Source: an optimization exercise on an open RTL-to-GDS flow (aim: small area). Production flows keep margins and buffers that such runs may drop. In this exercise RTL edits were held to simulation tests only and were not proved equivalent to the original. No activity file was given, so power comes from the tool's default toggle rates.

// calculator
module calculator (input CLOCK_50,
                   input RESET,
                   input KEYPRESSED,
                   input [3:0] KEYCODE,
                   input [3:0] KEY,
                   output [0:6] HEX0, HEX1, HEX2, HEX3, HEX4, HEX5, HEX6, HEX7
                   );
	wire clk = CLOCK_50;
	wire rst = RESET;
	localparam S_START = 3'd0, S_OPA = 3'd1, S_OPAN = 3'd2, S_OPRND = 3'd3,
	           S_OPB = 3'd4, S_OPBN = 3'd5, S_RES = 3'd6;
	localparam P_IDLE = 2'd0, P_COMP = 2'd1, P_FIX = 2'd2, P_EMIT = 2'd3;
	reg        kp_l;
	reg [3:0]  key_l;
	reg [2:0]  state;
	reg [31:0] X;
	reg [12:0] Y;
	reg [15:0] R;
	reg [12:0] mem;
	reg [1:0]  op;
	reg [1:0]  ph;
	reg [2:0]  cnt;
	reg        neg, adj;
	wire ks   = KEYPRESSED & ~kp_l;
	wire [3:0] pb = key_l & ~KEY;
	wire dig  = ks & (KEYCODE < 4'd10);
	wire rin  = ks & (KEYCODE == 4'd10);
	wire exin = ks & (KEYCODE == 4'd11);
	wire opin = ks & (KEYCODE > 4'd11);
	wire sub  = ks & (KEYCODE == 4'd14);
	wire bk = pb[0], ms = pb[1], mr = pb[2], mc = pb[3];
	always @(posedge clk) begin
		kp_l  <= rst ? 1'b0 : KEYPRESSED;
		key_l <= rst ? 4'hF : KEY;
	end
	reg [2:0] nstate;
	always @(*) begin
		nstate = state;
		case (state)
			S_START: begin
				if (sub) nstate = S_OPAN;
				if (dig | mr) nstate = S_OPA;
			end
			S_OPA: begin
				if (opin) nstate = S_OPRND;
				if (rin) nstate = S_START;
			end
			S_OPAN: begin
				if (sub | bk) nstate = S_START;
				if (dig | mr) nstate = S_OPA;
				if (rin) nstate = S_START;
			end
			S_OPRND: begin
				if (sub) nstate = S_OPBN;
				if (dig) nstate = S_OPB;
				if (rin) nstate = S_START;
			end
			S_OPB: begin
				if (exin) nstate = S_RES;
				if (rin) nstate = S_START;
			end
			S_OPBN: begin
				if (sub | bk) nstate = S_OPRND;
				if (dig | mr) nstate = S_OPB;
				if (rin) nstate = S_START;
			end
			S_RES: begin
				if (rin) nstate = S_START;
			end
			default: ;
		endcase
	end
	always @(posedge clk)
		state <= rst ? S_START : nstate;
	wire st_start = state == S_START;
	wire st_opa   = state == S_OPA;
	wire st_opan  = state == S_OPAN;
	wire st_oprnd = state == S_OPRND;
	wire st_opb   = state == S_OPB;
	wire st_opbn  = state == S_OPBN;
	wire st_res   = state == S_RES;
  ...
Settings: LEC_CHECK=0, ABC_AREA=1, CAP_MARGIN=20, CORE_MARGIN=2, CORE_UTILIZATION=40, CTS_BUF_LIST=sky130_fd_sc_hd__clkbuf_8, SLEW_MARGIN=20; clock period 50.0 ns.
standard.sh (not shown) runs the stock make flow with config.mk's settings and CLKGATE_MAP_FILE= SYNTH_SCRIPT=/design/flow/synth_recipe.tcl, a recipe that flattens the netlist after the stock synthesis.
==> flow/flow/run.sh <==
#!/bin/bash
# The standard layout (standard.sh), with these changes:
#  - synthesis maps the logic with an area-oriented ABC script (flow/abc_area.script)
#    instead of ORFS's; everything else in synthesis is unchanged, so the registers are
#    the standard synthesis's;
#  - synthesis leaves adders to ABC instead of mapping them to half/full adder cells
#    first (ADDER_MAP_FILE empty);
#  - the ports are buffered with the smallest buffer cell (buf_1).
set -euo pipefail
here=$(pwd)
rm -rf "$here/orfs_scripts"
cp -r "$FLOW_HOME/scripts" "$here/orfs_scripts"
cp "$here/flow/abc_area.script" "$here/orfs_scripts/abc_area.script"
export SCRIPTS_DIR="$here/orfs_scripts"
export ADDER_MAP_FILE=
export BUFFER_PORTS_ARGS="-buffer_cell sky130_fd_sc_hd__buf_1"
bash standard.sh > "$here/standard_flow.log" 2>&1
==> flow/flow/abc_area.script <==
strash
dch -f
amap
&get -n
&deepsyn -T 150
&put
dch -f
amap
topo
Edit:
--- a/flow/flow/run.sh
+++ b/flow/flow/run.sh
@@ -6,5 +6,6 @@
 #  - synthesis leaves adders to ABC instead of mapping them to half/full adder cells
 #    first (ADDER_MAP_FILE empty);
-#  - the ports are buffered with the smallest buffer cell (buf_1).
+#  - the ports are buffered with the smallest buffer cell (buf_1);
+#  - clock tree synthesis adds no dummy loads.
 set -euo pipefail
 here=$(pwd)
@@ -15,3 +16,4 @@
 export ADDER_MAP_FILE=
 export BUFFER_PORTS_ARGS="-buffer_cell sky130_fd_sc_hd__buf_1"
+export CTS_ARGS="-sink_clustering_enable -repair_clock_nets -buf_list sky130_fd_sc_hd__clkbuf_8 -dont_use_dummy_load"
 bash standard.sh > "$here/standard_flow.log" 2>&1
Fmax stays flat.
Via count hardly moves.
Sequential share of layout area rises by 0.27 points.
Power decreases by 2.1%.

[re-timing with driven ports]
The flow's constraints put no driver on any port. The routed layouts listed below were extracted and timed again, unchanged, in two steps. Step 1 (the two cells are an assumption about what drives the block):
set clk [get_ports {CLOCK_50}]
set_driving_cell -lib_cell sky130_fd_sc_hd__clkbuf_16 $clk
set_driving_cell -lib_cell sky130_fd_sc_hd__buf_2 [delete_from_list [all_inputs] $clk]
Step 2 times the ports against the registers' clock, not the clock port: input delays grow and output delays shrink by t, the midpoint of the rising clock arrivals with the driver on. a / b / c = ideal / step 1 / step 2; a / b = the first two.
run | t (ns) | setup slack, ns | cell pins on the clock port's net
the first run | 0.420 | 29.752 / 29.765 / 29.345 | 1
the second run | 0.407 | 29.732 / 29.744 / 29.337 | 1
After both steps every run listed still meets setup and hold. For the first run, which loses most, drivers alone change the setup slack by +0.013 ns; drivers and shift together by -0.407 ns.
